This is an optimization exercise on Yosys and OpenROAD, whose aim is small area and a short achievable clock period, not a production implementation. No functional check of the RTL was part of any run shown here. Power figures rest on the tool's default switching activity, not on a simulated workload.

==> flow/design.v (outline; a module is shown in full before it is edited, if it fits) <==
// module multiplier: 3490 lines
// module FA: 4 lines
// module FAX: 6 lines
// module HA: 4 lines
// module HAN: 4 lines
// module OR2: 3 lines
// module FA1: 4 lines
// module MAJ: 3 lines
// module BENC: 5 lines
// module BTWO: 3 lines
// module BSGN: 3 lines
// module PPSEL: 3 lines
// module PPSELN: 3 lines
// module INV: 3 lines
// module NAND2: 3 lines
// module NOR2: 3 lines
// module XOR2: 3 lines
// module XNOR2: 3 lines
// module AOI21: 3 lines
// module OAI21: 3 lines
// module CPA: 1510 lines
module multiplier (
    input clk,
    input rst,
    input start,
    input [31:0] A,
    input [31:0] B,
    input [7:0] Physical_address_in,
    input [31:0] PC_in,
    output [63:0] Product,
    output reg done,
    output reg [7:0] Physical_address_out,
    output reg [31:0] PC_out
);
  // ...
==> flow/flow/run.sh <==
#!/bin/bash
# Layout flow: the standard ORFS flow (standard.sh) with extra ORFS
# settings read from flow/knobs.txt (one VAR=value per line; @FLOW@ stands
# for this flow folder). Its output goes to standard.log.
set -euo pipefail
flowdir="$(pwd)/flow"
knobs=()
while IFS= read -r line; do
  [[ -z "$line" || "$line" == \#* ]] && continue
  knobs+=("${line//@FLOW@/$flowdir}")
done < flow/knobs.txt
bash standard.sh "${knobs[@]}" finish > standard.log 2>&1
==> flow/flow/downsize.tcl <==
# Start the layout from the smallest drive strength of every logic cell that
# synthesis sized up; the flow's timing repair then sizes up what needs it.
set n 0
foreach inst [[ord::get_db_block] getInsts] {
  set m [[$inst getMaster] getName]
  if {![regexp {^(sky130_fd_sc_hd__[a-z0-9]+)_([0-9]+)$} $m -> base size]} { continue }
  if {$size <= 1} { continue }
  if {[string match "*df*" $base] || [string match "*conb*" $base] || [string match "*clk*" $base]} { continue }
  set small [get_lib_cells -quiet ${base}_1]
  if {$small == ""} { continue }
  replace_cell [$inst getName] $small
  incr n
}
puts "downsize: $n cells set to drive strength 1"
==> flow/flow/knobs.txt <==
BUFFER_PORTS_ARGS=-buffer_cell sky130_fd_sc_hd__buf_4
PRE_FLOORPLAN_TCL=@FLOW@/downsize.tcl
==> flow/standard.sh <==
#!/bin/bash
# synth_recipe.tcl (not shown) runs the flow's synth.tcl, then flattens the netlist and writes it again
# the make line also repeats each setting of config.mk as NAME=value (left out here)
make -C /OpenROAD-flow-scripts/flow DESIGN_CONFIG=/design/flow/config.mk WORK_HOME=/design/flow/orfs CLKGATE_MAP_FILE= SYNTH_SCRIPT=/design/flow/synth_recipe.tcl "${@:-finish}"
==> flow/config.mk <==
export PLATFORM = sky130hd
export DESIGN_NAME = multiplier
export DESIGN_NICKNAME = multiplier
export VERILOG_FILES = /design/flow/design.v
export SDC_FILE = /design/flow/constraint.sdc
export NUM_CORES = 8
export LEC_CHECK = 0
export CAP_MARGIN = 20
export CORE_MARGIN = 2
export CORE_UTILIZATION = 40
export SETUP_SLACK_MARGIN = 1.0
export SLEW_MARGIN = 20
export SYNTH_HIERARCHICAL = 1
export SYNTH_MINIMUM_KEEP_SIZE = 0
==> flow/constraint.sdc <==
create_clock -name core_clock -period 5.0 [get_ports {clk}]
set_input_delay 1.0000 -clock core_clock [delete_from_list [all_inputs] [get_ports {clk}]]
set_output_delay 1.0000 -clock core_clock [all_outputs]
set_load 0.01 [all_outputs]
==> summary.txt, run 1 <==
Gr usage total -> 0.287
Top cell category -> multi-input gates
Status -> complete, no violations
Clock power frac -> 0.052
Top sig layer -> met4
Final WS setup -> 1.01 ns
Fill cell count -> 6769
Num rows -> 98
Least-Margin Pin Slew -> 0.663 ns
Top cell family by delay on the critical path -> adder cells
CTS Buffer Depth -> 2
Detail Route Antenna Nets -> 0
Vias in the first global route -> 25.9k
Number of multi-input logic gates -> 2871
Comb group -> 22.9 mW
Regs by FF count -> PC_out: 32 flops, Physical_address_out: 8 flops
Grt peak-use layer -> met2
Total CTS buffers -> 17
Critical Path RT -> 5.40 ns
Slew HR -> 0.558
Die area -> 74200 µm²
Crit-path cells -> buf_4 -> xor2_4 -> a22o_1 -> ha_1 -> fa_2 -> fa_1 -> maj3_1 -> xor2_1 -> xor2_2 -> xor2_1 -> xor2_1
Initial antenna violation count -> 2
Post-Place Cells -> 4320
Via count -> 26.2k
CTS sink count -> 168
ClkCell Share -> 0.0175
Drt drc -> 0
Critical path capture point type -> flop
Place WS -> 0.344 ns
==> run 2: changes to the inputs <==
--- a/flow/design.v
+++ b/flow/design.v
@@ -2821,63 +2821,63 @@
   wire s520, c520;
   wire s521, c521;
   wire s522, c522;
   wire s523, c523;
   wire s524, c524;
   wire s525, c525;
   HA u_0 (.a(pp0_24), .b(pp1_22), .s(s0), .co(c0));
   HA u_1 (.a(pp0_25), .b(pp1_23), .s(s1), .co(c1));
-  FAX u_2 (.a(pp0_26), .b(pp1_24), .c(pp2_22), .s(s2), .co(c2));
+  FA u_2 (.a(pp0_26), .b(pp1_24), .c(pp2_22), .s(s2), .co(c2));
   HA u_3 (.a(pp3_20), .b(pp4_18), .s(s3), .co(c3));
   FA u_4 (.a(pp0_27), .b(pp1_25), .c(pp2_23), .s(s4), .co(c4));
   HA u_5 (.a(pp3_21), .b(pp4_19), .s(s5), .co(c5));
-  FAX u_6 (.a(pp0_28), .b(pp1_26), .c(pp2_24), .s(s6), .co(c6));
+  FA u_6 (.a(pp0_28), .b(pp1_26), .c(pp2_24), .s(s6), .co(c6));
   FA u_7 (.a(pp3_22), .b(pp4_20), .c(pp5_18), .s(s7), .co(c7));
   HA u_8 (.a(pp6_16), .b(pp7_14), .s(s8), .co(c8));
   FAX u_9 (.a(pp0_29), .b(pp1_27), .c(pp2_25), .s(s9), .co(c9));
-  FAX u_10 (.a(pp3_23), .b(pp4_21), .c(pp5_19), .s(s10), .co(c10));
+  FA u_10 (.a(pp3_23), .b(pp4_21), .c(pp5_19), .s(s10), .co(c10));
   HA u_11 (.a(pp6_17), .b(pp7_15), .s(s11), .co(c11));
-  FAX u_12 (.a(pp0_30), .b(pp1_28), .c(pp2_26), .s(s12), .co(c12));
-  FAX u_13 (.a(pp3_24), .b(pp4_22), .c(pp5_20), .s(s13), .co(c13));
+  FA u_12 (.a(pp0_30), .b(pp1_28), .c(pp2_26), .s(s12), .co(c12));
+  FA u_13 (.a(pp3_24), .b(pp4_22), .c(pp5_20), .s(s13), .co(c13));
   FA u_14 (.a(pp6_18), .b(pp7_16), .c(pp8_14), .s(s14), .co(c14));
   HA u_15 (.a(pp9_12), .b(pp10_10), .s(s15), .co(c15));
   FAX u_16 (.a(pp0_31), .b(pp1_29), .c(pp2_27), .s(s16), .co(c16));
   FA u_17 (.a(pp3_25), .b(pp4_23), .c(pp5_21), .s(s17), .co(c17));
-  FAX u_18 (.a(pp6_19), .b(pp7_17), .c(pp8_15), .s(s18), .co(c18));
+  FA u_18 (.a(pp6_19), .b(pp7_17), .c(pp8_15), .s(s18), .co(c18));
   HA u_19 (.a(pp9_13), .b(pp10_11), .s(s19), .co(c19));
   FAX u_20 (.a(pp0_32), .b(pp1_30), .c(pp2_28), .s(s20), .co(c20));
-  FAX u_21 (.a(pp3_26), .b(pp4_24), .c(pp5_22), .s(s21), .co(c21));
+  FA u_21 (.a(pp3_26), .b(pp4_24), .c(pp5_22), .s(s21), .co(c21));
   FAX u_22 (.a(pp6_20), .b(pp7_18), .c(pp8_16), .s(s22), .co(c22));
-  FAX u_23 (.a(pp9_14), .b(pp10_12), .c(pp11_10), .s(s23), .co(c23));
-  FAX u_24 (.a(ns0), .b(pp1_31), .c(pp2_29), .s(s24), .co(c24));
-  FAX u_25 (.a(pp3_27), .b(pp4_25), .c(pp5_23), .s(s25), .co(c25));
+  FA u_23 (.a(pp9_14), .b(pp10_12), .c(pp11_10), .s(s23), .co(c23));
+  FA u_24 (.a(ns0), .b(pp1_31), .c(pp2_29), .s(s24), .co(c24));
+  FA u_25 (.a(pp3_27), .b(pp4_25), .c(pp5_23), .s(s25), .co(c25));
   FAX u_26 (.a(pp6_21), .b(pp7_19), .c(pp8_17), .s(s26), .co(c26));
   FA u_27 (.a(pp9_15), .b(pp10_13), .c(pp11_11), .s(s27), .co(c27));
   HA u_28 (.a(pp12_9), .b(pp13_7), .s(s28), .co(c28));
   FAX u_29 (.a(pp1_32), .b(pp2_30), .c(pp3_28), .s(s29), .co(c29));
   FAX u_30 (.a(pp4_26), .b(pp5_24), .c(pp6_22), .s(s30), .co(c30));
   FAX u_31 (.a(pp7_20), .b(pp8_18), .c(pp9_16), .s(s31), .co(c31));
   FAX u_32 (.a(pp10_14), .b(pp11_12), .c(pp12_10), .s(s32), .co(c32));
   HA u_33 (.a(pp13_8), .b(pp14_6), .s(s33), .co(c33));
-  FAX u_34 (.a(ns1), .b(pp2_31), .c(pp3_29), .s(s34), .co(c34));
-  FAX u_35 (.a(pp4_27), .b(pp5_25), .c(pp6_23), .s(s35), .co(c35));
-  FAX u_36 (.a(pp7_21), .b(pp8_19), .c(pp9_17), .s(s36), .co(c36));
-  FAX u_37 (.a(pp10_15), .b(pp11_13), .c(pp12_11), .s(s37), .co(c37));
-  FAX u_38 (.a(pp2_32), .b(pp3_30), .c(pp4_28), .s(s38), .co(c38));
-  FAX u_39 (.a(pp5_26), .b(pp6_24), .c(pp7_22), .s(s39), .co(c39));
-  FAX u_40 (.a(pp8_20), .b(pp9_18), .c(pp10_16), .s(s40), .co(c40));
+  FA u_34 (.a(ns1), .b(pp2_31), .c(pp3_29), .s(s34), .co(c34));
+  FA u_35 (.a(pp4_27), .b(pp5_25), .c(pp6_23), .s(s35), .co(c35));
+  FA u_36 (.a(pp7_21), .b(pp8_19), .c(pp9_17), .s(s36), .co(c36));
+  FA u_37 (.a(pp10_15), .b(pp11_13), .c(pp12_11), .s(s37), .co(c37));
+  FA u_38 (.a(pp2_32), .b(pp3_30), .c(pp4_28), .s(s38), .co(c38));
+  FA u_39 (.a(pp5_26), .b(pp6_24), .c(pp7_22), .s(s39), .co(c39));
+  FA u_40 (.a(pp8_20), .b(pp9_18), .c(pp10_16), .s(s40), .co(c40));
   HA u_41 (.a(pp11_14), .b(pp12_12), .s(s41), .co(c41));
   FAX u_42 (.a(ns2), .b(pp3_31), .c(pp4_29), .s(s42), .co(c42));
-  FAX u_43 (.a(pp5_27), .b(pp6_25), .c(pp7_23), .s(s43), .co(c43));
+  FA u_43 (.a(pp5_27), .b(pp6_25), .c(pp7_23), .s(s43), .co(c43));
   FA u_44 (.a(pp8_21), .b(pp9_19), .c(pp10_17), .s(s44), .co(c44));
   FAX u_45 (.a(pp3_32), .b(pp4_30), .c(pp5_28), .s(s45), .co(c45));
   FAX u_46 (.a(pp6_26), .b(pp7_24), .c(pp8_22), .s(s46), .co(c46));
   HA u_47 (.a(pp9_20), .b(pp10_18), .s(s47), .co(c47));
-  FAX u_48 (.a(ns3), .b(pp4_31), .c(pp5_29), .s(s48), .co(c48));
+  FA u_48 (.a(ns3), .b(pp4_31), .c(pp5_29), .s(s48), .co(c48));
   FA u_49 (.a(pp6_27), .b(pp7_25), .c(pp8_23), .s(s49), .co(c49));
   FAX u_50 (.a(pp4_32), .b(pp5_30), .c(pp6_28), .s(s50), .co(c50));
   HA u_51 (.a(pp7_26), .b(pp8_24), .s(s51), .co(c51));
   FA u_52 (.a(ns4), .b(pp5_31), .c(pp6_29), .s(s52), .co(c52));
   HA u_53 (.a(pp5_32), .b(pp6_30), .s(s53), .co(c53));
   HA u_54 (.a(pp0_16), .b(pp1_14), .s(s54), .co(c54));
   HA u_55 (.a(pp0_17), .b(pp1_15), .s(s55), .co(c55));
   FA u_56 (.a(pp0_18), .b(pp1_16), .c(pp2_14), .s(s56), .co(c56));
@@ -2909,73 +2909,73 @@
   FAX u_82 (.a(c1), .b(s3), .c(s2), .s(s82), .co(c82));
   FA u_83 (.a(pp5_16), .b(pp6_14), .c(pp7_12), .s(s83), .co(c83));
   FA u_84 (.a(pp8_10), .b(pp9_8), .c(pp10_6), .s(s84), .co(c84));
   FA u_85 (.a(pp11_4), .b(pp12_2), .c(pp13_0), .s(s85), .co(c85));
   FAX u_86 (.a(c3), .b(c2), .c(s4), .s(s86), .co(c86));
   FA u_87 (.a(pp5_17), .b(pp6_15), .c(s5), .s(s87), .co(c87));
   FA u_88 (.a(pp7_13), .b(pp8_11), .c(pp9_9), .s(s88), .co(c88));
   FA u_89 (.a(pp10_7), .b(pp11_5), .c(pp12_3), .s(s89), .co(c89));
-  FAX u_90 (.a(c5), .b(s6), .c(c4), .s(s90), .co(c90));
+  FAX u_90 (.a(c5), .b(c4), .c(s6), .s(s90), .co(c90));
   FAX u_91 (.a(pp8_12), .b(s8), .c(s7), .s(s91), .co(c91));
   FA u_92 (.a(pp9_10), .b(pp10_8), .c(pp11_6), .s(s92), .co(c92));
   FA u_93 (.a(pp12_4), .b(pp13_2), .c(pp14_0), .s(s93), .co(c93));
-  FAX u_94 (.a(c8), .b(c6), .c(c7), .s(s94), .co(c94));
+  FA u_94 (.a(c8), .b(c6), .c(c7), .s(s94), .co(c94));
   FAX u_95 (.a(s11), .b(s9), .c(s10), .s(s95), .co(c95));
   FA u_96 (.a(pp8_13), .b(pp9_11), .c(pp10_9), .s(s96), .co(c96));
   FA u_97 (.a(pp11_7), .b(pp12_5), .c(pp13_3), .s(s97), .co(c97));
-  FAX u_98 (.a(c11), .b(c9), .c(c10), .s(s98), .co(c98));
+  FA u_98 (.a(c11), .b(c9), .c(c10), .s(s98), .co(c98));
   FAX u_99 (.a(s12), .b(s13), .c(s14), .s(s99), .co(c99));
   FA u_100 (.a(pp11_8), .b(pp12_6), .c(s15), .s(s100), .co(c100));
   FA u_101 (.a(pp13_4), .b(pp14_2), .c(pp15_0), .s(s101), .co(c101));
-  FAX u_102 (.a(c12), .b(c13), .c(c14), .s(s102), .co(c102));
+  FA u_102 (.a(c12), .b(c13), .c(c14), .s(s102), .co(c102));
   FAX u_103 (.a(c15), .b(s16), .c(s17), .s(s103), .co(c103));
   FAX u_104 (.a(pp11_9), .b(s19), .c(s18), .s(s104), .co(c104));
   FA u_105 (.a(pp12_7), .b(pp13_5), .c(pp14_3), .s(s105), .co(c105));
-  FAX u_106 (.a(c16), .b(c18), .c(c17), .s(s106), .co(c106));
+  FA u_106 (.a(c16), .b(c17), .c(c18), .s(s106), .co(c106));
   FAX u_107 (.a(c19), .b(s20), .c(s21), .s(s107), .co(c107));
   FAX u_108 (.a(pp12_8), .b(s22), .c(s23), .s(s108), .co(c108));
   FA u_109 (.a(pp13_6), .b(pp14_4), .c(pp15_2), .s(s109), .co(c109));
-  FAX u_110 (.a(c20), .b(c22), .c(c21), .s(s110), .co(c110));
+  FA u_110 (.a(c20), .b(c22), .c(c21), .s(s110), .co(c110));
   FAX u_111 (.a(c23), .b(s24), .c(s25), .s(s111), .co(c111));
   FAX u_112 (.a(s28), .b(s26), .c(s27), .s(s112), .co(c112));
   FA u_113 (.a(pp16_1), .b(pp14_5), .c(pp15_3), .s(s113), .co(c113));
   FAX u_114 (.a(c26), .b(c24), .c(c25), .s(s114), .co(c114));
   FAX u_115 (.a(c28), .b(s29), .c(c27), .s(s115), .co(c115));
   FAX u_116 (.a(s30), .b(s31), .c(s32), .s(s116), .co(c116));
   FA u_117 (.a(pp16_2), .b(pp15_4), .c(s33), .s(s117), .co(c117));
   FAX u_118 (.a(c30), .b(c31), .c(c29), .s(s118), .co(c118));
   FAX u_119 (.a(c33), .b(c32), .c(s34), .s(s119), .co(c119));
   FAX u_120 (.a(s35), .b(s36), .c(s37), .s(s120), .co(c120));
   FA u_121 (.a(pp13_9), .b(pp14_7), .c(pp15_5), .s(s121), .co(c121));
-  FAX u_122 (.a(c35), .b(c36), .c(c34), .s(s122), .co(c122));
+  FAX u_122 (.a(c34), .b(c35), .c(c36), .s(s122), .co(c122));
   FAX u_123 (.a(c37), .b(s38), .c(s39), .s(s123), .co(c123));
   FAX u_124 (.a(pp13_10), .b(s41), .c(s40), .s(s124), .co(c124));
   FA u_125 (.a(pp16_4), .b(pp14_8), .c(pp15_6), .s(s125), .co(c125));
   FA u_126 (.a(c38), .b(c39), .c(c40), .s(s126), .co(c126));
   FAX u_127 (.a(c41), .b(s42), .c(s43), .s(s127), .co(c127));
   FAX u_128 (.a(pp11_15), .b(pp12_13), .c(s44), .s(s128), .co(c128));
   FA u_129 (.a(pp13_11), .b(pp14_9), .c(pp15_7), .s(s129), .co(c129));
   FAX u_130 (.a(c42), .b(c43), .c(c44), .s(s130), .co(c130));
   FAX u_131 (.a(s47), .b(s45), .c(s46), .s(s131), .co(c131));
   FA u_132 (.a(pp11_16), .b(pp12_14), .c(pp13_12), .s(s132), .co(c132));
   FA u_133 (.a(pp16_6), .b(pp14_10), .c(pp15_8), .s(s133), .co(c133));
   FAX u_134 (.a(c47), .b(c45), .c(c46), .s(s134), .co(c134));
   FAX u_135 (.a(pp9_21), .b(s48), .c(s49), .s(s135), .co(c135));
   FA u_136 (.a(pp10_19), .b(pp11_17), .c(pp12_15), .s(s136), .co(c136));
   FA u_137 (.a(pp13_13), .b(pp14_11), .c(pp15_9), .s(s137), .co(c137));
-  FAX u_138 (.a(c48), .b(s50), .c(c49), .s(s138), .co(c138));
+  FAX u_138 (.a(s50), .b(c48), .c(c49), .s(s138), .co(c138));
   FA u_139 (.a(pp9_22), .b(pp10_20), .c(s51), .s(s139), .co(c139));
   FA u_140 (.a(pp11_18), .b(pp12_16), .c(pp13_14), .s(s140), .co(c140));
   FA u_141 (.a(pp16_8), .b(pp14_12), .c(pp15_10), .s(s141), .co(c141));
   FAX u_142 (.a(c51), .b(c50), .c(s52), .s(s142), .co(c142));
   FA u_143 (.a(pp7_27), .b(pp8_25), .c(pp9_23), .s(s143), .co(c143));
   FA u_144 (.a(pp10_21), .b(pp11_19), .c(pp12_17), .s(s144), .co(c144));
   FA u_145 (.a(pp13_15), .b(pp14_13), .c(pp15_11), .s(s145), .co(c145));
-  FAX u_146 (.a(pp7_28), .b(s53), .c(c52), .s(s146), .co(c146));
+  FA u_146 (.a(pp7_28), .b(s53), .c(c52), .s(s146), .co(c146));
   FA u_147 (.a(pp8_26), .b(pp9_24), .c(pp10_22), .s(s147), .co(c147));
   FA u_148 (.a(pp11_20), .b(pp12_18), .c(pp13_16), .s(s148), .co(c148));
   FA u_149 (.a(pp16_10), .b(pp14_14), .c(pp15_12), .s(s149), .co(c149));
   FA u_150 (.a(ns5), .b(pp6_31), .c(c53), .s(s150), .co(c150));
   FA u_151 (.a(pp7_29), .b(pp8_27), .c(pp9_25), .s(s151), .co(c151));
   FA u_152 (.a(pp10_23), .b(pp11_21), .c(pp12_19), .s(s152), .co(c152));
   FA u_153 (.a(pp13_17), .b(pp14_15), .c(pp15_13), .s(s153), .co(c153));
   FA u_154 (.a(pp6_32), .b(pp7_30), .c(pp8_28), .s(s154), .co(c154));
@@ -3026,74 +3026,74 @@
   FA u_199 (.a(pp8_5), .b(pp9_3), .c(pp10_1), .s(s199), .co(c199));
   FA u_200 (.a(c65), .b(c63), .c(c64), .s(s200), .co(c200));
   FA u_201 (.a(s66), .b(s67), .c(s68), .s(s201), .co(c201));
   FA u_202 (.a(sgn11), .b(pp11_0), .c(s69), .s(s202), .co(c202));
   FA u_203 (.a(c66), .b(c67), .c(c68), .s(s203), .co(c203));
   FA u_204 (.a(c69), .b(s70), .c(s71), .s(s204), .co(c204));
   FA u_205 (.a(pp11_1), .b(s73), .c(s72), .s(s205), .co(c205));
   FA u_206 (.a(c70), .b(c71), .c(c72), .s(s206), .co(c206));
-  FAX u_207 (.a(c73), .b(s75), .c(s74), .s(s207), .co(c207));
+  FA u_207 (.a(c73), .b(s75), .c(s74), .s(s207), .co(c207));
   FA u_208 (.a(sgn12), .b(s76), .c(s77), .s(s208), .co(c208));
   FA u_209 (.a(c75), .b(c76), .c(c74), .s(s209), .co(c209));
-  FAX u_210 (.a(c77), .b(s79), .c(s78), .s(s210), .co(c210));
+  FA u_210 (.a(c77), .b(s79), .c(s78), .s(s210), .co(c210));
   FA u_211 (.a(pp12_1), .b(s80), .c(s81), .s(s211), .co(c211));
   FA u_212 (.a(c79), .b(c80), .c(c78), .s(s212), .co(c212));
   FAX u_213 (.a(c81), .b(s83), .c(s82), .s(s213), .co(c213));
   FA u_214 (.a(sgn13), .b(s84), .c(s85), .s(s214), .co(c214));
   FAX u_215 (.a(c83), .b(c84), .c(c82), .s(s215), .co(c215));
-  FAX u_216 (.a(c85), .b(s86), .c(s87), .s(s216), .co(c216));
+  FAX u_216 (.a(c85), .b(s87), .c(s86), .s(s216), .co(c216));
   FA u_217 (.a(pp13_1), .b(s88), .c(s89), .s(s217), .co(c217));
   FAX u_218 (.a(c88), .b(c87), .c(c86), .s(s218), .co(c218));
   FAX u_219 (.a(c89), .b(s91), .c(s90), .s(s219), .co(c219));
   FA u_220 (.a(sgn14), .b(s92), .c(s93), .s(s220), .co(c220));
   FAX u_221 (.a(c92), .b(c90), .c(c91), .s(s221), .co(c221));
-  FAX u_222 (.a(c93), .b(s94), .c(s95), .s(s222), .co(c222));
+  FAX u_222 (.a(c93), .b(s95), .c(s94), .s(s222), .co(c222));
   FA u_223 (.a(pp14_1), .b(s96), .c(s97), .s(s223), .co(c223));
-  FAX u_224 (.a(c96), .b(c95), .c(c94), .s(s224), .co(c224));
+  FAX u_224 (.a(c96), .b(c94), .c(c95), .s(s224), .co(c224));
   FAX u_225 (.a(c97), .b(s98), .c(s99), .s(s225), .co(c225));
-  FAX u_226 (.a(sgn15), .b(s101), .c(s100), .s(s226), .co(c226));
-  FAX u_227 (.a(c98), .b(c100), .c(c99), .s(s227), .co(c227));
-  FAX u_228 (.a(c101), .b(s102), .c(s103), .s(s228), .co(c228));
+  FA u_226 (.a(sgn15), .b(s101), .c(s100), .s(s226), .co(c226));
+  FAX u_227 (.a(c100), .b(c98), .c(c99), .s(s227), .co(c227));
+  FAX u_228 (.a(c101), .b(s103), .c(s102), .s(s228), .co(c228));
   FAX u_229 (.a(pp15_1), .b(s105), .c(s104), .s(s229), .co(c229));
-  FAX u_230 (.a(c104), .b(c102), .c(c103), .s(s230), .co(c230));
-  FAX u_231 (.a(c105), .b(s106), .c(s107), .s(s231), .co(c231));
+  FAX u_230 (.a(c102), .b(c104), .c(c103), .s(s230), .co(c230));
+  FAX u_231 (.a(c105), .b(s107), .c(s106), .s(s231), .co(c231));
   FAX u_232 (.a(pp16_0), .b(s109), .c(s108), .s(s232), .co(c232));
-  FAX u_233 (.a(c107), .b(c108), .c(c106), .s(s233), .co(c233));
+  FAX u_233 (.a(c106), .b(c107), .c(c108), .s(s233), .co(c233));
   FAX u_234 (.a(c109), .b(s110), .c(s111), .s(s234), .co(c234));
   FA1 u_235 (.a(s113), .b(s112), .s(s235), .co(c235));
   FAX u_236 (.a(c110), .b(c111), .c(c112), .s(s236), .co(c236));
-  FAX u_237 (.a(c113), .b(s114), .c(s115), .s(s237), .co(c237));
+  FAX u_237 (.a(c113), .b(s115), .c(s114), .s(s237), .co(c237));
   FA1 u_238 (.a(s117), .b(s116), .s(s238), .co(c238));
-  FAX u_239 (.a(c114), .b(c116), .c(c115), .s(s239), .co(c239));
+  FAX u_239 (.a(c116), .b(c114), .c(c115), .s(s239), .co(c239));
   FAX u_240 (.a(c117), .b(s118), .c(s119), .s(s240), .co(c240));
   FAX u_241 (.a(pp16_3), .b(s121), .c(s120), .s(s241), .co(c241));
   FAX u_242 (.a(c118), .b(c119), .c(c120), .s(s242), .co(c242));
   FAX u_243 (.a(c121), .b(s122), .c(s123), .s(s243), .co(c243));
   FA1 u_244 (.a(s125), .b(s124), .s(s244), .co(c244));
   FAX u_245 (.a(c122), .b(c123), .c(c124), .s(s245), .co(c245));
   FAX u_246 (.a(c125), .b(s127), .c(s126), .s(s246), .co(c246));
   FAX u_247 (.a(pp16_5), .b(s129), .c(s128), .s(s247), .co(c247));
-  FAX u_248 (.a(c127), .b(c126), .c(c128), .s(s248), .co(c248));
-  FAX u_249 (.a(c129), .b(s130), .c(s131), .s(s249), .co(c249));
+  FAX u_248 (.a(c126), .b(c128), .c(c127), .s(s248), .co(c248));
+  FAX u_249 (.a(c129), .b(s131), .c(s130), .s(s249), .co(c249));
   FA1 u_250 (.a(s132), .b(s133), .s(s250), .co(c250));
   FAX u_251 (.a(c132), .b(c131), .c(c130), .s(s251), .co(c251));
   FAX u_252 (.a(c133), .b(s134), .c(s135), .s(s252), .co(c252));
   FA u_253 (.a(pp16_7), .b(s136), .c(s137), .s(s253), .co(c253));
-  FAX u_254 (.a(c136), .b(c134), .c(c135), .s(s254), .co(c254));
+  FA u_254 (.a(c136), .b(c134), .c(c135), .s(s254), .co(c254));
   FAX u_255 (.a(c137), .b(s139), .c(s138), .s(s255), .co(c255));
   FA1 u_256 (.a(s140), .b(s141), .s(s256), .co(c256));
   FAX u_257 (.a(c140), .b(c139), .c(c138), .s(s257), .co(c257));
   FAX u_258 (.a(c141), .b(s143), .c(s142), .s(s258), .co(c258));
   FA u_259 (.a(pp16_9), .b(s144), .c(s145), .s(s259), .co(c259));
   FAX u_260 (.a(c143), .b(c144), .c(c142), .s(s260), .co(c260));
   FAX u_261 (.a(c145), .b(s147), .c(s146), .s(s261), .co(c261));
   FA1 u_262 (.a(s148), .b(s149), .s(s262), .co(c262));
-  FAX u_263 (.a(c147), .b(c148), .c(c146), .s(s263), .co(c263));
-  FAX u_264 (.a(c149), .b(s151), .c(s150), .s(s264), .co(c264));
+  FA u_263 (.a(c147), .b(c148), .c(c146), .s(s263), .co(c263));
+  FA u_264 (.a(c149), .b(s151), .c(s150), .s(s264), .co(c264));
   FA u_265 (.a(pp16_11), .b(s152), .c(s153), .s(s265), .co(c265));
   FA u_266 (.a(c151), .b(c152), .c(c150), .s(s266), .co(c266));
   FA u_267 (.a(c153), .b(s154), .c(s155), .s(s267), .co(c267));
   FA1 u_268 (.a(s157), .b(s156), .s(s268), .co(c268));
   FA u_269 (.a(c154), .b(c155), .c(c156), .s(s269), .co(c269));
   FA u_270 (.a(c157), .b(s158), .c(s159), .s(s270), .co(c270));
   FA u_271 (.a(pp16_13), .b(pp15_15), .c(s160), .s(s271), .co(c271));
   FA u_272 (.a(c158), .b(c159), .c(c160), .s(s272), .co(c272));
@@ -3154,55 +3154,55 @@
   FA u_326 (.a(s196), .b(s194), .c(s195), .s(s326), .co(c326));
   FA u_327 (.a(c196), .b(c194), .c(c195), .s(s327), .co(c327));
   FA u_328 (.a(s199), .b(s197), .c(s198), .s(s328), .co(c328));
   FA u_329 (.a(c199), .b(c197), .c(c198), .s(s329), .co(c329));
   FA u_330 (.a(s202), .b(s200), .c(s201), .s(s330), .co(c330));
   FA u_331 (.a(c202), .b(c200), .c(c201), .s(s331), .co(c331));
   FA u_332 (.a(s203), .b(s205), .c(s204), .s(s332), .co(c332));
   FA u_333 (.a(c203), .b(c205), .c(c204), .s(s333), .co(c333));
-  FA u_334 (.a(s206), .b(s207), .c(s208), .s(s334), .co(c334));
+  FA u_334 (.a(s206), .b(s208), .c(s207), .s(s334), .co(c334));
   FAX u_335 (.a(c206), .b(c208), .c(c207), .s(s335), .co(c335));
-  FA u_336 (.a(s210), .b(s211), .c(s209), .s(s336), .co(c336));
+  FA u_336 (.a(s211), .b(s209), .c(s210), .s(s336), .co(c336));
   FAX u_337 (.a(c211), .b(c209), .c(c210), .s(s337), .co(c337));
-  FAX u_338 (.a(s213), .b(s214), .c(s212), .s(s338), .co(c338));
+  FA u_338 (.a(s213), .b(s214), .c(s212), .s(s338), .co(c338));
   FAX u_339 (.a(c214), .b(c213), .c(c212), .s(s339), .co(c339));
-  FAX u_340 (.a(s215), .b(s217), .c(s216), .s(s340), .co(c340));
-  FAX u_341 (.a(c217), .b(c215), .c(c216), .s(s341), .co(c341));
+  FA u_340 (.a(s217), .b(s215), .c(s216), .s(s340), .co(c340));
+  FAX u_341 (.a(c217), .b(c216), .c(c215), .s(s341), .co(c341));
   FAX u_342 (.a(s220), .b(s218), .c(s219), .s(s342), .co(c342));
   FAX u_343 (.a(c220), .b(c219), .c(c218), .s(s343), .co(c343));
   FAX u_344 (.a(s223), .b(s222), .c(s221), .s(s344), .co(c344));
-  FAX u_345 (.a(c223), .b(c222), .c(c221), .s(s345), .co(c345));
-  FAX u_346 (.a(s226), .b(s225), .c(s224), .s(s346), .co(c346));
-  FAX u_347 (.a(c224), .b(c226), .c(c225), .s(s347), .co(c347));
-  FAX u_348 (.a(s229), .b(s227), .c(s228), .s(s348), .co(c348));
-  FAX u_349 (.a(c229), .b(c228), .c(c227), .s(s349), .co(c349));
+  FAX u_345 (.a(c223), .b(c221), .c(c222), .s(s345), .co(c345));
+  FAX u_346 (.a(s226), .b(s224), .c(s225), .s(s346), .co(c346));
+  FAX u_347 (.a(c226), .b(c224), .c(c225), .s(s347), .co(c347));
+  FAX u_348 (.a(s229), .b(s228), .c(s227), .s(s348), .co(c348));
+  FAX u_349 (.a(c229), .b(c227), .c(c228), .s(s349), .co(c349));
   FAX u_350 (.a(s232), .b(s231), .c(s230), .s(s350), .co(c350));
-  FAX u_351 (.a(c232), .b(c231), .c(c230), .s(s351), .co(c351));
-  FAX u_352 (.a(s235), .b(s234), .c(s233), .s(s352), .co(c352));
-  FAX u_353 (.a(c233), .b(c235), .c(c234), .s(s353), .co(c353));
-  FAX u_354 (.a(s237), .b(s236), .c(s238), .s(s354), .co(c354));
+  FAX u_351 (.a(c232), .b(c230), .c(c231), .s(s351), .co(c351));
+  FAX u_352 (.a(s235), .b(s233), .c(s234), .s(s352), .co(c352));
+  FAX u_353 (.a(c235), .b(c233), .c(c234), .s(s353), .co(c353));
+  FAX u_354 (.a(s238), .b(s237), .c(s236), .s(s354), .co(c354));
   FAX u_355 (.a(c238), .b(c237), .c(c236), .s(s355), .co(c355));
   FAX u_356 (.a(s241), .b(s240), .c(s239), .s(s356), .co(c356));
   FAX u_357 (.a(c240), .b(c239), .c(c241), .s(s357), .co(c357));
   FAX u_358 (.a(s244), .b(s243), .c(s242), .s(s358), .co(c358));
   FAX u_359 (.a(c244), .b(c242), .c(c243), .s(s359), .co(c359));
-  FAX u_360 (.a(s247), .b(s245), .c(s246), .s(s360), .co(c360));
+  FAX u_360 (.a(s247), .b(s246), .c(s245), .s(s360), .co(c360));
   FAX u_361 (.a(c247), .b(c245), .c(c246), .s(s361), .co(c361));
   FAX u_362 (.a(s250), .b(s249), .c(s248), .s(s362), .co(c362));
   FAX u_363 (.a(c250), .b(c249), .c(c248), .s(s363), .co(c363));
   FAX u_364 (.a(s253), .b(s252), .c(s251), .s(s364), .co(c364));
   FAX u_365 (.a(c253), .b(c251), .c(c252), .s(s365), .co(c365));
-  FAX u_366 (.a(s256), .b(s254), .c(s255), .s(s366), .co(c366));
+  FAX u_366 (.a(s256), .b(s255), .c(s254), .s(s366), .co(c366));
   FAX u_367 (.a(c256), .b(c255), .c(c254), .s(s367), .co(c367));
   FAX u_368 (.a(s258), .b(s259), .c(s257), .s(s368), .co(c368));
   FAX u_369 (.a(c259), .b(c258), .c(c257), .s(s369), .co(c369));
-  FA u_370 (.a(s261), .b(s262), .c(s260), .s(s370), .co(c370));
-  FAX u_371 (.a(c262), .b(c261), .c(c260), .s(s371), .co(c371));
-  FAX u_372 (.a(s264), .b(s263), .c(s265), .s(s372), .co(c372));
+  FA u_370 (.a(s262), .b(s260), .c(s261), .s(s370), .co(c370));
+  FAX u_371 (.a(c262), .b(c260), .c(c261), .s(s371), .co(c371));
+  FAX u_372 (.a(s265), .b(s264), .c(s263), .s(s372), .co(c372));
   FAX u_373 (.a(c265), .b(c264), .c(c263), .s(s373), .co(c373));
   FA u_374 (.a(s268), .b(s267), .c(s266), .s(s374), .co(c374));
   FA u_375 (.a(c268), .b(c267), .c(c266), .s(s375), .co(c375));
   FA u_376 (.a(s269), .b(s271), .c(s270), .s(s376), .co(c376));
   FA u_377 (.a(c269), .b(c271), .c(c270), .s(s377), .co(c377));
   FA u_378 (.a(s274), .b(s272), .c(s273), .s(s378), .co(c378));
   FA u_379 (.a(c274), .b(c272), .c(c273), .s(s379), .co(c379));
   FA u_380 (.a(s277), .b(s275), .c(s276), .s(s380), .co(c380));
@@ -3246,39 +3246,39 @@
   FA u_417 (.a(c315), .b(c316), .c(s317), .s(s417), .co(c417));
   FA u_418 (.a(c317), .b(c318), .c(s319), .s(s418), .co(c418));
   FA u_419 (.a(c319), .b(c320), .c(s321), .s(s419), .co(c419));
   FA u_420 (.a(c321), .b(s323), .c(c322), .s(s420), .co(c420));
   FA u_421 (.a(c323), .b(s325), .c(c324), .s(s421), .co(c421));
   FA u_422 (.a(c325), .b(c326), .c(s327), .s(s422), .co(c422));
   FA u_423 (.a(c327), .b(s329), .c(c328), .s(s423), .co(c423));
   FA u_424 (.a(c329), .b(s331), .c(c330), .s(s424), .co(c424));
-  FAX u_425 (.a(c331), .b(c332), .c(s333), .s(s425), .co(c425));
+  FA u_425 (.a(c331), .b(c332), .c(s333), .s(s425), .co(c425));
   FAX u_426 (.a(c333), .b(s335), .c(c334), .s(s426), .co(c426));
   FAX u_427 (.a(c335), .b(s337), .c(c336), .s(s427), .co(c427));
-  FAX u_428 (.a(c337), .b(s339), .c(c338), .s(s428), .co(c428));
-  FAX u_429 (.a(c339), .b(c340), .c(s341), .s(s429), .co(c429));
-  FAX u_430 (.a(c341), .b(c342), .c(s343), .s(s430), .co(c430));
-  FAX u_431 (.a(c344), .b(c343), .c(s345), .s(s431), .co(c431));
-  FAX u_432 (.a(c346), .b(s347), .c(c345), .s(s432), .co(c432));
-  FAX u_433 (.a(c348), .b(c347), .c(s349), .s(s433), .co(c433));
-  FAX u_434 (.a(c350), .b(c349), .c(s351), .s(s434), .co(c434));
-  FAX u_435 (.a(c352), .b(c351), .c(s353), .s(s435), .co(c435));
-  FAX u_436 (.a(c353), .b(c354), .c(s355), .s(s436), .co(c436));
+  FAX u_428 (.a(s339), .b(c337), .c(c338), .s(s428), .co(c428));
+  FAX u_429 (.a(c339), .b(s341), .c(c340), .s(s429), .co(c429));
+  FAX u_430 (.a(c342), .b(c341), .c(s343), .s(s430), .co(c430));
+  FAX u_431 (.a(c343), .b(s345), .c(c344), .s(s431), .co(c431));
+  FAX u_432 (.a(s347), .b(c345), .c(c346), .s(s432), .co(c432));
+  FAX u_433 (.a(c348), .b(s349), .c(c347), .s(s433), .co(c433));
+  FAX u_434 (.a(c350), .b(s351), .c(c349), .s(s434), .co(c434));
+  FAX u_435 (.a(s353), .b(c351), .c(c352), .s(s435), .co(c435));
+  FAX u_436 (.a(s355), .b(c353), .c(c354), .s(s436), .co(c436));
   FAX u_437 (.a(c356), .b(s357), .c(c355), .s(s437), .co(c437));
   FAX u_438 (.a(c357), .b(c358), .c(s359), .s(s438), .co(c438));
-  FAX u_439 (.a(c359), .b(s361), .c(c360), .s(s439), .co(c439));
-  FAX u_440 (.a(c362), .b(c361), .c(s363), .s(s440), .co(c440));
+  FAX u_439 (.a(s361), .b(c359), .c(c360), .s(s439), .co(c439));
+  FAX u_440 (.a(s363), .b(c362), .c(c361), .s(s440), .co(c440));
   FAX u_441 (.a(c364), .b(s365), .c(c363), .s(s441), .co(c441));
-  FAX u_442 (.a(c365), .b(c366), .c(s367), .s(s442), .co(c442));
+  FAX u_442 (.a(s367), .b(c365), .c(c366), .s(s442), .co(c442));
   FAX u_443 (.a(c368), .b(s369), .c(c367), .s(s443), .co(c443));
-  FAX u_444 (.a(c369), .b(s371), .c(c370), .s(s444), .co(c444));
-  FAX u_445 (.a(c372), .b(s373), .c(c371), .s(s445), .co(c445));
-  FAX u_446 (.a(c373), .b(c374), .c(s375), .s(s446), .co(c446));
-  FAX u_447 (.a(c375), .b(c376), .c(s377), .s(s447), .co(c447));
+  FAX u_444 (.a(c369), .b(c370), .c(s371), .s(s444), .co(c444));
+  FAX u_445 (.a(s373), .b(c371), .c(c372), .s(s445), .co(c445));
+  FA u_446 (.a(c374), .b(s375), .c(c373), .s(s446), .co(c446));
+  FA u_447 (.a(c375), .b(c376), .c(s377), .s(s447), .co(c447));
   FA u_448 (.a(c377), .b(s379), .c(c378), .s(s448), .co(c448));
   FA u_449 (.a(c379), .b(s381), .c(c380), .s(s449), .co(c449));
   FA u_450 (.a(c381), .b(s383), .c(c382), .s(s450), .co(c450));
   FA u_451 (.a(c383), .b(s385), .c(c384), .s(s451), .co(c451));
   FA u_452 (.a(c386), .b(s387), .c(c385), .s(s452), .co(c452));
   FA u_453 (.a(s389), .b(c388), .c(c387), .s(s453), .co(c453));
   FA u_454 (.a(c390), .b(s391), .c(c389), .s(s454), .co(c454));
   FA u_455 (.a(c391), .b(c392), .c(s393), .s(s455), .co(c455));
@@ -3309,42 +3309,42 @@
   FA u_480 (.a(s322), .b(c418), .c(s419), .s(s480), .co(c480));
   FAX u_481 (.a(s324), .b(c419), .c(s420), .s(s481), .co(c481));
   FAX u_482 (.a(s326), .b(c420), .c(s421), .s(s482), .co(c482));
   FAX u_483 (.a(s328), .b(c421), .c(s422), .s(s483), .co(c483));
   FAX u_484 (.a(s330), .b(c422), .c(s423), .s(s484), .co(c484));
   FAX u_485 (.a(s332), .b(c423), .c(s424), .s(s485), .co(c485));
   FAX u_486 (.a(s334), .b(c424), .c(s425), .s(s486), .co(c486));
   FAX u_487 (.a(s336), .b(s426), .c(c425), .s(s487), .co(c487));
-  FAX u_488 (.a(s338), .b(c426), .c(s427), .s(s488), .co(c488));
+  FAX u_488 (.a(s338), .b(s427), .c(c426), .s(s488), .co(c488));
   FAX u_489 (.a(s340), .b(s428), .c(c427), .s(s489), .co(c489));
   FAX u_490 (.a(s342), .b(c428), .c(s429), .s(s490), .co(c490));
   FAX u_491 (.a(s344), .b(c429), .c(s430), .s(s491), .co(c491));
   FAX u_492 (.a(s346), .b(c430), .c(s431), .s(s492), .co(c492));
   FAX u_493 (.a(s348), .b(c431), .c(s432), .s(s493), .co(c493));
   FAX u_494 (.a(s350), .b(c432), .c(s433), .s(s494), .co(c494));
   FAX u_495 (.a(s352), .b(c433), .c(s434), .s(s495), .co(c495));
   FAX u_496 (.a(s354), .b(c434), .c(s435), .s(s496), .co(c496));
   FAX u_497 (.a(s356), .b(c435), .c(s436), .s(s497), .co(c497));
-  FAX u_498 (.a(s358), .b(c436), .c(s437), .s(s498), .co(c498));
+  FAX u_498 (.a(s358), .b(s437), .c(c436), .s(s498), .co(c498));
   FAX u_499 (.a(s360), .b(c437), .c(s438), .s(s499), .co(c499));
   FAX u_500 (.a(s362), .b(c438), .c(s439), .s(s500), .co(c500));
   FAX u_501 (.a(s364), .b(c439), .c(s440), .s(s501), .co(c501));
-  FAX u_502 (.a(s366), .b(c440), .c(s441), .s(s502), .co(c502));
+  FAX u_502 (.a(s366), .b(s441), .c(c440), .s(s502), .co(c502));
   FAX u_503 (.a(s368), .b(c441), .c(s442), .s(s503), .co(c503));
   FAX u_504 (.a(s370), .b(s443), .c(c442), .s(s504), .co(c504));
   FAX u_505 (.a(s372), .b(s444), .c(c443), .s(s505), .co(c505));
   FAX u_506 (.a(s374), .b(c444), .c(s445), .s(s506), .co(c506));
   FAX u_507 (.a(s376), .b(c445), .c(s446), .s(s507), .co(c507));
   FAX u_508 (.a(s378), .b(c446), .c(s447), .s(s508), .co(c508));
   FAX u_509 (.a(s380), .b(c447), .c(s448), .s(s509), .co(c509));
   FAX u_510 (.a(s382), .b(c448), .c(s449), .s(s510), .co(c510));
   FAX u_511 (.a(s384), .b(c449), .c(s450), .s(s511), .co(c511));
   FAX u_512 (.a(s386), .b(c450), .c(s451), .s(s512), .co(c512));
-  FAX u_513 (.a(s388), .b(c451), .c(s452), .s(s513), .co(c513));
+  FA u_513 (.a(s388), .b(c451), .c(s452), .s(s513), .co(c513));
   FA u_514 (.a(s390), .b(s453), .c(c452), .s(s514), .co(c514));
   FA u_515 (.a(s392), .b(s454), .c(c453), .s(s515), .co(c515));
   FA u_516 (.a(s394), .b(c454), .c(s455), .s(s516), .co(c516));
   FA u_517 (.a(s396), .b(c455), .c(s456), .s(s517), .co(c517));
   FA u_518 (.a(s398), .b(c456), .c(s457), .s(s518), .co(c518));
   FA u_519 (.a(s400), .b(s458), .c(c457), .s(s519), .co(c519));
   FA u_520 (.a(s402), .b(s459), .c(c458), .s(s520), .co(c520));
   FA u_521 (.a(pp16_27), .b(s460), .c(c459), .s(s521), .co(c521));
==> run 2 against run 1 <==
  * Final area increased by 1.1%
  * Critical path type unchanged
  * Wire length increased by 1.8%
  * Critical endpoint is now r35_0
  * Core utilization increased by 1.2 points
  * Largest cell class unchanged
  * Critical path depth unchanged
==> summary.txt, run 2 <==
Peak supply drop -> 0.603 mV (was 0.652 mV)
Synthesized instance count -> 2985 (was 3059)
Met3 Track Usage GR -> 0.0617 (was 0.0727)
P_sw -> 14.5 mW (was 14.2 mW)
Seq pwr share -> 0.099 (was 0.104)
Detailed Place HPWL -> 87900 µm (was 89100 µm)
Crit-path cells -> buf_4 -> nand2b_4 -> o22ai_4 -> buf_4 -> a22o_1 -> fa_1 -> fa_1 -> maj3_2 -> maj3_2 -> maj3_2 -> maj3_1 (was buf_4 -> xor2_4 -> a22o_1 -> ha_1 -> fa_2 -> fa_1 -> maj3_1 -> xor2_1 -> xor2_2 -> xor2_1 -> xor2_1)
Startpoint Class -> input port (unchanged)
Max reg flops -> 32 (unchanged)
Vias in the first global route -> 25.7k (was 25.9k)
Pwr Density -> 768 nW/µm² (was 760 nW/µm²)
Number of cells on the critical path -> 11 (unchanged)
CTS H-tree lvls -> 4 (unchanged)
Final total power -> 27.8 mW (was 27.2 mW)
Die Wd -> 271 µm (was 272 µm)
Maximum fanout along the worst path -> 6 (was 10)
CTS tree -> yes (unchanged)
DR pass1 iterations -> 6 (unchanged)
GRT overflow -> 0 (unchanged)
IO Count -> 212 (unchanged)
Clock power frac -> 0.050 (was 0.052)
Max Transition Viols Final -> 0 (unchanged)
Critical Path Start -> B[0] (was B[2])
Die Ht -> 271 µm (was 272 µm)
Global-route wire length before repair -> 161000 µm (about the same)
Final WS setup -> 1.01 ns (about the same)
Fill cell count -> 6590 (was 6769)
Cell mode on critical path -> maj3_2 (was xor2_1)
Largest net degree at the start of global routing -> 37 (unchanged)
Detail Route Antenna Nets -> 0 (unchanged)
Most common cell after layout, fill and taps aside -> xor2_1 (unchanged)
Drt drc -> 0 (unchanged)
Setup crit end -> r35_0 (was r27_1)
Critical Path RT -> 5.34 ns (was 5.40 ns)
Layout cell share with drive strength beyond 1 -> 0.226 (was 0.199)
Worst Hold Class -> in2reg (unchanged)
Least-Margin Pin Slew -> 0.709 ns (was 0.663 ns)
Avg Vias per Cell -> 6.03 (was 5.93)
Critical path capture point type -> flop (unchanged)
Commonest cells after routing, fill and taps aside -> xor2_1, a22o_1, buf_4 (unchanged)
Num rows -> 97 (was 98)
CP max-delay cell -> fa_1 (was xor2_4)
Initial DRC Count -> 2782 (was 2538)
Worst-path clk slew -> 0.08 ns (about the same)
Max-cap violations -> 0 (unchanged)
Initial Utilization -> 0.406 (was 0.404)
Post-layout util -> 0.514 (was 0.501)
Die area -> 73500 µm² (was 74200 µm²)
Final setup fails -> 0 (unchanged)
Clock root buffer -> clkbuf_16 (unchanged)
Gr usage total -> 0.289 (was 0.287)
Endpoints failing hold -> 0 (unchanged)
Regs by FF count -> PC_out: 32 flops, Physical_address_out: 8 flops (unchanged)
Initial antenna violation count -> 4 (was 2)
Fin nets -> 3847 (was 3863)
Port bufs -> 211 (unchanged)
Status -> complete, no violations (unchanged)
Slew HR -> 0.524 (was 0.558)
Critical Path AT -> 4.33 ns (was 4.39 ns)
Static Leak -> 15.1 nW (about the same)
CTS sink count -> 168 (unchanged)
Crit share post-route -> 0.798 (about the same)
CTS Buffer Depth -> 2 (unchanged)
Total CTS buffers -> 17 (unchanged)
Max frequency -> 0.251 GHz (about the same)
Largest register by flop count -> PC_out (unchanged)
CP max stage delay -> 0.56 ns (was 0.44 ns)
WP buf/inv -> 2 (was 1)
Final hold slack -> 0.637 ns (was 0.617 ns)
Grt peak-use layer -> met2 (unchanged)
Met1 usage -> 0.399 (was 0.389)
Place WS -> -0.0527 ns (was 0.344 ns)
Sw Share -> 0.522 (was 0.524)
Warnings, synthesis -> 7 (unchanged)
Unrepaired setup endpoints after global routing -> true (unchanged)
Core Region -> 70400 µm² (was 71400 µm²)
Post-DR wirelength/cell -> 26.0 µm (was 25.2 µm)
Worst setup path class -> in2reg (unchanged)
Minimum clock period -> 3.99 ns (about the same)
Via count -> 26.2k (about the same)
Combinational cell fraction of total power -> 0.852 (was 0.844)
RePlAce Congestion -> 0.964 (was 0.981)
Top cell family by delay on the critical path -> adder cells (unchanged)
Routed wire length -> 113000 µm (was 111000 µm)
M2 GR Usage -> 0.446 (was 0.448)
Internal -> 13.3 mW (was 13.0 mW)
Setup TNS -> 0 ns (unchanged)
-- run 2: changes by cell type in the layout (fill, tap and decap cells not counted), moves of 8 or more --
cell | previous run | this run
xor2_1 | 928 | 831
buf_6 | 17 | 25
fa_1 | 236 | 245
maj3_1 | 90 | 34
fa_2 | 28 | 56
xor2_2 | 34 | 54
maj3_2 | 112 | 131
-- run 2: layout make-up --
class | count | area (µm²) | share of cell area
flip-flops and latches | 168 | 3370 | 0.0931
repair buffers | 381 | 3800 | 0.105
multi-input cells | 2795 | 27100 | 0.749
inverters | 32 | 120 | 0.00332
well taps | 940 | 1180 | 0.0325
diodes | 5 | 12.5 | 0.000346
clock buffers | 18 | 439 | 0.0121
clock inverters | 14 | 176 | 0.00488
-- run 2: power groups by stage --
| stage | Sequential, mW | Clock (mW) | Combinational (mW) |
|---|---|---|---|
| after floorplan | 2.51 | 0 | 15.2 |
| final | 2.74 | 1.38 | 23.6 |
| after detailed placement | 2.63 | 0 | 22.1 |
| after global placement | 2.63 | 0 | 21.8 |
| after CTS | 2.65 | 1.41 | 22.5 |
| after global routing | 2.80 | 1.47 | 25.6 |
-- run 2: repair_timing --
item                       in CTS  in global routing
setup endpoints to repair      74                 84
hold buffers                    0                  0
cloned                          8                 12
gates resized for setup        69                169
setup buffers                  29                 37
pin swaps                      28                 90
-- run 2: metrics by stage --
| stage | cell area [µm²] | instances |
|---|---|---|
| after floorplan | 29400 | 2990 |
| after global placement | 33100 | 4230 |
| after CTS | 34600 | 4299 |
| final | 36200 | 4353 |
| after global routing | 36200 | 4348 |
| after detailed placement | 33100 | 4230 |
-- run 2: metal layers --
layer / wire [µm] / vias up
li1: - / 11480
met1: 47900 / 12995
met2: 49500 / 1491
met3: 11300 / 262
met4: 4370 / 4
met5: 48 / -
-- run 2: worst min-delay path by stage --
stage | endpoint | cells past startpoint | slack (ns) | startpoint
finish | Physical_address_out[7] | 1 | 0.64 | Physical_address_in[7]
global route | PC_out[31] | 1 | 0.61 | PC_in[31]
CTS | PC_out[11] | 1 | 0.61 | PC_in[11]
detailed placement | PC_out[6] | 1 | 1.11 | PC_in[6]
global placement | PC_out[10] | 1 | 1.10 | PC_in[10]
floorplan | PC_out[0] | 0 | 1.03 | PC_in[0]

## port drivers added, routing unchanged
No port has a modelled driver above. Below, the same layouts with a new extraction and two added sets of constraints.
Step 1 (the two cells are an assumption about what drives the block):
set clk [get_ports {clk}]
set_driving_cell -lib_cell sky130_fd_sc_hd__clkbuf_16 $clk
set_driving_cell -lib_cell sky130_fd_sc_hd__buf_2 [delete_from_list [all_inputs] $clk]
Step 2 adds t to the input delays and takes it off the output delays; t is the mean of the earliest and latest rising clock arrival at the registers after step 1. Input paths then give back, and output paths get back, about the clock's delay inside the block.
a / b / c = ideal ports / drivers / drivers and shift; a / b = the first two.
run	shift t [ns]	setup slack, ns	worst setup path at the end
run 1	0.532	1.009 / 0.988 / 0.481	input to register
run 2	0.504	1.012 / 0.941 / 0.436	input to register
After both steps setup and hold are still met in every run listed. For run 2, which loses most, drivers alone change the setup slack by -0.071 ns; drivers and shift together by -0.576 ns.
